Background: an optimization exercise with open tools, aiming at small area. Do not read the settings as production practice.
Only simulation tests tie the RTL to the original design; equivalence was not proved.

==> 04-27 <==
Design lte_hw_acc_scrambler, start of the top module:
module lte_hw_acc_scrambler #(
    parameter IN_DATA_WIDTH = 1
)
(
    input  logic                         clk,
    input  logic                         ce,
    input  logic                         rstn,
    input  logic [3:0]                   sfn,
    input [IN_DATA_WIDTH - 1 : 0]        s_data,
    input                                s_valid,
    output                               s_ready,
    input                                in_sof,
    input [7:0]                          in_lof,
    input [4:0]                          cfg_addr,
    input [30:0]                         cfg_data,
    input                                cfg_wr,
    output [IN_DATA_WIDTH - 1 : 0]       m_data,
    output                               m_valid,
    input                                m_ready,
    output                               out_sof,
    output [7:0]                         out_lof
);
==> module lte_hw_acc_scrambler, before the edit <==
module lte_hw_acc_scrambler #(
    parameter IN_DATA_WIDTH = 1
)
(
    input  logic                         clk,
    input  logic                         ce,
    input  logic                         rstn,
    input  logic [3:0]                   sfn,
    input [IN_DATA_WIDTH - 1 : 0]        s_data,
    input                                s_valid,
    output                               s_ready,
    input                                in_sof,
    input [7:0]                          in_lof,
    input [4:0]                          cfg_addr,
    input [30:0]                         cfg_data,
    input                                cfg_wr,
    output [IN_DATA_WIDTH - 1 : 0]       m_data,
    output                               m_valid,
    input                                m_ready,
    output                               out_sof,
    output [7:0]                         out_lof
);
    logic [19:0][30:0] cfg_reg;
    logic [30:0] x_data_1, x_data_2;
    logic [7:0]  counter;
    logic        processing;
    wire transfer = s_valid & m_ready;
    wire load     = transfer & in_sof;
    logic [9:0] dec;
    always_comb begin
        for (int k = 0; k < 8; k++)
            dec[k] = !sfn[3] && (sfn[2:0] == k[2:0]);
        dec[8] = sfn[3] & !sfn[0];
        dec[9] = sfn[3] &  sfn[0];
    end
    function automatic logic [30:0] rst_val(input int i);
        rst_val = (i % 2 == 0) ? 31'd1 : 31'((i >> 2) << 9);
    endfunction
    logic [19:0] we, keep;
    logic [19:0][30:0] cfg_nxt;
    always_comb begin
        for (int i = 0; i < 20; i++) begin
            we[i]   = rstn && cfg_wr && !processing && cfg_addr == i[4:0];
            keep[i] = rstn && !(cfg_wr && !processing && cfg_addr == i[4:0]);
        end
    end
    wire rst = !rstn;
    for (genvar i = 0; i < 20; i++) begin : g_cfg
        localparam logic [30:0] RV = rst_val(i);
        for (genvar b = 0; b < 31; b++) begin : g_b
            if (RV[b]) begin : g_one
                lte_scr_ao221 u_hold (
                    .a1(cfg_data[b]), .b1(we[i]), .a2(cfg_reg[i][b]), .b2(keep[i]),
                    .c(rst), .y(cfg_nxt[i][b]));
            end else begin : g_zero
                lte_scr_ao22 u_hold (
                    .a1(cfg_data[b]), .b1(we[i]), .a2(cfg_reg[i][b]), .b2(keep[i]),
                    .y(cfg_nxt[i][b]));
            end
        end
    end
    always_ff @(posedge clk)
        cfg_reg <= cfg_nxt;
    wire        go    = rstn & ce & transfer;
    wire        sel_a = go & in_sof;
    wire [9:0]  sel_l = dec & {10{sel_a}};
    wire        sel_s = go & !in_sof & processing;
    wire        sel_h = rstn & !(ce & transfer & (in_sof | processing));
    logic [3:0] rd1, rd2;
    for (genvar b = 0; b < 4; b++) begin : g_rd
        logic [9:0] c1, c2;
        for (genvar k = 0; k < 10; k++) begin : g_k
            assign c1[k] = cfg_reg[2*k][b];
            assign c2[k] = cfg_reg[2*k+1][b];
        end
        if (b == 0 || b == 3) begin : g_r1
            lte_scr_or10 u_r1 (.s(dec), .d(c1), .y(rd1[b]));
        end else begin : g_n1
            assign rd1[b] = 1'b0;    
        end
        lte_scr_or10 u_r2 (.s(dec), .d(c2), .y(rd2[b]));
    end
    wire [30:0] nx1, nx2;
    for (genvar b = 0; b < 3; b++) begin : g_lo
        logic t2;
        lte_scr_aoi222 u_2 (.a1(sel_a), .b1(rd2[b+1]), .a2(sel_s), .b2(x_data_2[b+1]),
                            .a3(sel_h), .b3(x_data_2[b]), .y(t2));
        assign nx2[b] = !t2;
    end
    logic t1;
    lte_scr_aoi222 u_lo1 (.a1(sel_a), .b1(rd1[3]), .a2(sel_s), .b2(x_data_1[3]),
                          .a3(sel_h), .b3(x_data_1[2]), .y(t1));
    assign nx1[2] = !t1;
    for (genvar b = 0; b < 30; b++) begin : g_hi
        logic [11:0] c1, c2;
        for (genvar k = 0; k < 10; k++) begin : g_k
            assign c1[k] = cfg_reg[2*k][b+1];
            assign c2[k] = cfg_reg[2*k+1][b+1];
        end
        assign c1[10] = x_data_1[b+1];
        assign c2[10] = x_data_2[b+1];
        assign c1[11] = x_data_1[b];
        assign c2[11] = x_data_2[b];
        if (b != 2) begin : g_1
            lte_scr_or12 u_1 (.s({sel_h, sel_s, sel_l}), .d(c1), .y(nx1[b]));
        end
        if (b >= 3) begin : g_2
            lte_scr_or12 u_2 (.s({sel_h, sel_s, sel_l}), .d(c2), .y(nx2[b]));
        end
    end
    wire fb1_l = rd1[0] ^ rd1[3];
    wire fb2_l = rd2[0] ^ rd2[1] ^ rd2[2] ^ rd2[3];
    wire fb1_s = x_data_1[0] ^ x_data_1[3];
    wire fb2_s = x_data_2[0] ^ x_data_2[1] ^ x_data_2[2] ^ x_data_2[3];
    logic f1, f2;
    lte_scr_aoi222 u_f1 (.a1(sel_a), .b1(fb1_l), .a2(sel_s), .b2(fb1_s),
                         .a3(sel_h), .b3(x_data_1[30]), .y(f1));
    lte_scr_aoi222 u_f2 (.a1(sel_a), .b1(fb2_l), .a2(sel_s), .b2(fb2_s),
                         .a3(sel_h), .b3(x_data_2[30]), .y(f2));
    assign nx1[30] = !f1;
    assign nx2[30] = !f2;
    always_ff @(posedge clk) begin
        x_data_1 <= nx1;
        x_data_2 <= nx2;
    end
    always_ff @(posedge clk) begin
        if (ce && transfer) begin
            if (in_sof)
                counter <= in_lof;
            else if (processing)
                counter <= counter - 8'd1;
        end
    end
    always_ff @(posedge clk) begin
        if (!rstn)
            processing <= 1'b0;
        else if (ce && transfer) begin
            if (in_sof)
                processing <= 1'b1;
            else if (processing && counter == 8'd2)
                processing <= 1'b0;
        end
    end
    wire e0 = load ? (rd1[0] ^ rd2[0]) : (x_data_1[0] ^ x_data_2[0]);
    assign m_data   = s_data ^ e0;
    assign s_ready  = m_ready;
    assign m_valid  = s_valid;
    assign out_lof  = in_lof;
    assign out_sof  = in_sof;
endmodule
export LEC_CHECK = 0
export CAP_MARGIN = 0
export CORE_MARGIN = 2
export CORE_UTILIZATION = 65
export CTS_BUF_LIST = sky130_fd_sc_hd__clkbuf_16
export CTS_CLUSTER_DIAMETER = 60
export CTS_CLUSTER_SIZE = 30
export SLEW_MARGIN = 0
export SYNTH_HIERARCHICAL = 1
export SYNTH_MINIMUM_KEEP_SIZE = 0
create_clock -name core_clock -period 3.6 [get_ports {clk}]
standard.sh (not shown) runs the stock make flow with config.mk's settings and CLKGATE_MAP_FILE= SYNTH_SCRIPT=/design/flow/synth_recipe.tcl, a recipe that flattens the netlist after the stock synthesis.
==> flow/flow/run.sh <==
#!/bin/bash
# Standard layout, with the smallest buffer on the ports.
export BUFFER_PORTS_ARGS="-buffer_cell sky130_fd_sc_hd__buf_1"
bash standard.sh > standard.log 2>&1
==> inputs of 11-24, as changes to 04-27 <==
--- a/flow/design.v
+++ b/flow/design.v
@@ -53,6 +53,43 @@
     end
     lte_scr_nand2 u_3 (.a(s[9]), .b(d[9]), .y(t[3]));
     lte_scr_nand4 u_o (.a(t[0]), .b(t[1]), .c(t[2]), .d(t[3]), .y(y));
+endmodule
+module lte_scr_inv (
+    input  logic a,
+    output logic y
+);
+    assign y = !a;
+endmodule
+module lte_scr_and2 (
+    input  logic a, b,
+    output logic y
+);
+    assign y = a & b;
+endmodule
+module lte_scr_rowsel (
+    input  logic a,       
+    input  logic b,       
+    input  logic r,       
+    output logic we,
+    output logic keep
+);
+    logic nab;
+    lte_scr_nand2 u_n (.a(a), .b(b), .y(nab));
+    lte_scr_inv   u_w (.a(nab), .y(we));
+    lte_scr_and2  u_k (.a(r), .b(nab), .y(keep));
+endmodule
+module lte_scr_xsel (
+    input  logic [9:0]  dec,
+    input  logic        r,        
+    input  logic        ct,       
+    input  logic        sof,
+    input  logic        proc_,
+    output logic [11:0] sel       
+);
+    wire go = r & ct;
+    assign sel[9:0] = dec & {10{go & sof}};
+    assign sel[10]  = go & !sof & proc_;
+    assign sel[11]  = r & !(ct & (sof | proc_));
 endmodule
 module lte_hw_acc_scrambler #(
     parameter IN_DATA_WIDTH = 1
@@ -92,12 +129,19 @@
     function automatic logic [30:0] rst_val(input int i);
         rst_val = (i % 2 == 0) ? 31'd1 : 31'((i >> 2) << 9);
     endfunction
-    logic [19:0] we, keep;
+    wire       wen = rstn & cfg_wr & !processing;
+    logic [4:0] wa;
+    logic [3:0] wb;
+    always_comb begin
+        for (int j = 0; j < 5; j++) wa[j] = wen && cfg_addr[4:2] == j[2:0];
+        for (int m = 0; m < 4; m++) wb[m] = cfg_addr[1:0] == m[1:0];
+    end
+    logic [19:0][1:0] we, keep;
     logic [19:0][30:0] cfg_nxt;
-    always_comb begin
-        for (int i = 0; i < 20; i++) begin
-            we[i]   = rstn && cfg_wr && !processing && cfg_addr == i[4:0];
-            keep[i] = rstn && !(cfg_wr && !processing && cfg_addr == i[4:0]);
+    for (genvar i = 0; i < 20; i++) begin : g_row
+        for (genvar h = 0; h < 2; h++) begin : g_h
+            lte_scr_rowsel u_rs (.a(wa[i/4]), .b(wb[i%4]), .r(rstn),
+                                 .we(we[i][h]), .keep(keep[i][h]));
         end
     end
     wire rst = !rstn;
@@ -106,75 +150,55 @@
         for (genvar b = 0; b < 31; b++) begin : g_b
             if (RV[b]) begin : g_one
                 lte_scr_ao221 u_hold (
-                    .a1(cfg_data[b]), .b1(we[i]), .a2(cfg_reg[i][b]), .b2(keep[i]),
-                    .c(rst), .y(cfg_nxt[i][b]));
+                    .a1(cfg_data[b]), .b1(we[i][b/16]), .a2(cfg_reg[i][b]),
+                    .b2(keep[i][b/16]), .c(rst), .y(cfg_nxt[i][b]));
             end else begin : g_zero
                 lte_scr_ao22 u_hold (
-                    .a1(cfg_data[b]), .b1(we[i]), .a2(cfg_reg[i][b]), .b2(keep[i]),
-                    .y(cfg_nxt[i][b]));
+                    .a1(cfg_data[b]), .b1(we[i][b/16]), .a2(cfg_reg[i][b]),
+                    .b2(keep[i][b/16]), .y(cfg_nxt[i][b]));
             end
         end
     end
     always_ff @(posedge clk)
         cfg_reg <= cfg_nxt;
-    wire        go    = rstn & ce & transfer;
-    wire        sel_a = go & in_sof;
-    wire [9:0]  sel_l = dec & {10{sel_a}};
-    wire        sel_s = go & !in_sof & processing;
-    wire        sel_h = rstn & !(ce & transfer & (in_sof | processing));
-    logic [3:0] rd1, rd2;
-    for (genvar b = 0; b < 4; b++) begin : g_rd
-        logic [9:0] c1, c2;
+    wire ct = ce & transfer;
+    logic [1:0][11:0] sel;     
+    for (genvar l = 0; l < 2; l++) begin : g_sel
+        lte_scr_xsel u_xs (.dec(dec), .r(rstn), .ct(ct), .sof(in_sof),
+                           .proc_(processing), .sel(sel[l]));
+    end
+    wire sel_a1 = rstn & ct & in_sof;
+    logic rd1, rd2;
+    logic [9:0] c10, c20;
+    for (genvar k = 0; k < 10; k++) begin : g_rd
+        assign c10[k] = cfg_reg[2*k][0];
+        assign c20[k] = cfg_reg[2*k+1][0];
+    end
+    lte_scr_or10 u_r1 (.s(dec), .d(c10), .y(rd1));
+    lte_scr_or10 u_r2 (.s(dec), .d(c20), .y(rd2));
+    wire [30:0] nx1, nx2;
+    logic t1, t2;
+    lte_scr_aoi222 u_lo1 (.a1(sel_a1), .b1(rd1), .a2(sel[0][10]), .b2(x_data_1[1]),
+                          .a3(sel[0][11]), .b3(x_data_1[0]), .y(t1));
+    lte_scr_aoi222 u_lo2 (.a1(sel_a1), .b1(rd2), .a2(sel[1][10]), .b2(x_data_2[1]),
+                          .a3(sel[1][11]), .b3(x_data_2[0]), .y(t2));
+    assign nx1[0] = !t1;
+    assign nx2[0] = !t2;
+    wire [31:1] st1 = {x_data_1[0] ^ x_data_1[3], x_data_1[30:1]};
+    wire [31:1] st2 = {x_data_2[0] ^ x_data_2[1] ^ x_data_2[2] ^ x_data_2[3], x_data_2[30:1]};
+    for (genvar b = 1; b < 31; b++) begin : g_hi
+        logic [11:0] c1, c2;
         for (genvar k = 0; k < 10; k++) begin : g_k
             assign c1[k] = cfg_reg[2*k][b];
             assign c2[k] = cfg_reg[2*k+1][b];
         end
-        if (b == 0 || b == 3) begin : g_r1
-            lte_scr_or10 u_r1 (.s(dec), .d(c1), .y(rd1[b]));
-        end else begin : g_n1
-            assign rd1[b] = 1'b0;    
-        end
-        lte_scr_or10 u_r2 (.s(dec), .d(c2), .y(rd2[b]));
-    end
-    wire [30:0] nx1, nx2;
-    for (genvar b = 0; b < 3; b++) begin : g_lo
-        logic t2;
-        lte_scr_aoi222 u_2 (.a1(sel_a), .b1(rd2[b+1]), .a2(sel_s), .b2(x_data_2[b+1]),
-                            .a3(sel_h), .b3(x_data_2[b]), .y(t2));
-        assign nx2[b] = !t2;
-    end
-    logic t1;
-    lte_scr_aoi222 u_lo1 (.a1(sel_a), .b1(rd1[3]), .a2(sel_s), .b2(x_data_1[3]),
-                          .a3(sel_h), .b3(x_data_1[2]), .y(t1));
-    assign nx1[2] = !t1;
-    for (genvar b = 0; b < 30; b++) begin : g_hi
-        logic [11:0] c1, c2;
-        for (genvar k = 0; k < 10; k++) begin : g_k
-            assign c1[k] = cfg_reg[2*k][b+1];
-            assign c2[k] = cfg_reg[2*k+1][b+1];
-        end
-        assign c1[10] = x_data_1[b+1];
-        assign c2[10] = x_data_2[b+1];
+        assign c1[10] = st1[b+1];
+        assign c2[10] = st2[b+1];
         assign c1[11] = x_data_1[b];
         assign c2[11] = x_data_2[b];
-        if (b != 2) begin : g_1
-            lte_scr_or12 u_1 (.s({sel_h, sel_s, sel_l}), .d(c1), .y(nx1[b]));
-        end
-        if (b >= 3) begin : g_2
-            lte_scr_or12 u_2 (.s({sel_h, sel_s, sel_l}), .d(c2), .y(nx2[b]));
-        end
-    end
-    wire fb1_l = rd1[0] ^ rd1[3];
-    wire fb2_l = rd2[0] ^ rd2[1] ^ rd2[2] ^ rd2[3];
-    wire fb1_s = x_data_1[0] ^ x_data_1[3];
-    wire fb2_s = x_data_2[0] ^ x_data_2[1] ^ x_data_2[2] ^ x_data_2[3];
-    logic f1, f2;
-    lte_scr_aoi222 u_f1 (.a1(sel_a), .b1(fb1_l), .a2(sel_s), .b2(fb1_s),
-                         .a3(sel_h), .b3(x_data_1[30]), .y(f1));
-    lte_scr_aoi222 u_f2 (.a1(sel_a), .b1(fb2_l), .a2(sel_s), .b2(fb2_s),
-                         .a3(sel_h), .b3(x_data_2[30]), .y(f2));
-    assign nx1[30] = !f1;
-    assign nx2[30] = !f2;
+        lte_scr_or12 u_1 (.s(sel[0]), .d(c1), .y(nx1[b]));
+        lte_scr_or12 u_2 (.s(sel[1]), .d(c2), .y(nx2[b]));
+    end
     always_ff @(posedge clk) begin
         x_data_1 <= nx1;
         x_data_2 <= nx2;
@@ -197,7 +221,7 @@
                 processing <= 1'b0;
         end
     end
-    wire e0 = load ? (rd1[0] ^ rd2[0]) : (x_data_1[0] ^ x_data_2[0]);
+    wire e0 = load ? (rd1 ^ rd2) : (x_data_1[1] ^ x_data_2[1]);
     assign m_data   = s_data ^ e0;
     assign s_ready  = m_ready;
     assign m_valid  = s_valid;
CAP_MARGIN = 20   (was 0)
CORE_UTILIZATION = 70   (was 65)
CTS_CLUSTER_DIAMETER = 70   (was 60)
CTS_CLUSTER_SIZE = 34   (was 30)
SLEW_MARGIN = 20   (was 0)
==> flow_summary_export.csv <==
group,metric,value,unit
logic_synthesis,syn_inst,1803,
status,status,"timing/DRC/antenna clean",
power_and_ir_drop,power_switching,0.00332,W
placement,dpl.cell_count,2388,
timing,fin_ws,0.102,ns
worst_setup_path,cp_data_arrival_time,2.78,ns
power_and_ir_drop,clkPwrFrac,0.377,
(the above is from 04-27)
==> flow_summary_export.csv <==
group,metric,value,unit
worst_setup_path,cp_data_arrival_time,2.60,ns
timing,fin_ws,0.282,ns
power_and_ir_drop,power_switching,0.00314,W
status,status,"timing/DRC/antenna clean",
power_and_ir_drop,clkPwrFrac,0.348,
logic_synthesis,syn_inst,1870,
(the above is from 11-24)

==> static timing again, ports no longer ideal <==
In the flow no input, the clock included, has a driving cell. The finished layouts below were timed again as built, in two steps. Step 1 (the two cells are an assumption about what drives the block):
set clk [get_ports {clk}]
set_driving_cell -lib_cell sky130_fd_sc_hd__clkbuf_16 $clk
set_driving_cell -lib_cell sky130_fd_sc_hd__buf_2 [delete_from_list [all_inputs] $clk]
Step 2 times the ports against the registers' clock, not the clock port: input delays grow and output delays shrink by t, the midpoint of the rising clock arrivals with the driver on. Three values: ideal, step 1, step 2; two values: the first two.
run	t, ns	setup slack, ns	worst setup path after step 2
04-27	0.639	0.102 / 0.071 / 0.071	input to output
11-24	0.670	0.282 / 0.263 / 0.263	input to output
After both steps setup and hold are still met in every run listed. For 04-27, which loses most, drivers alone change the setup slack by -0.031 ns; drivers and shift together by -0.031 ns.
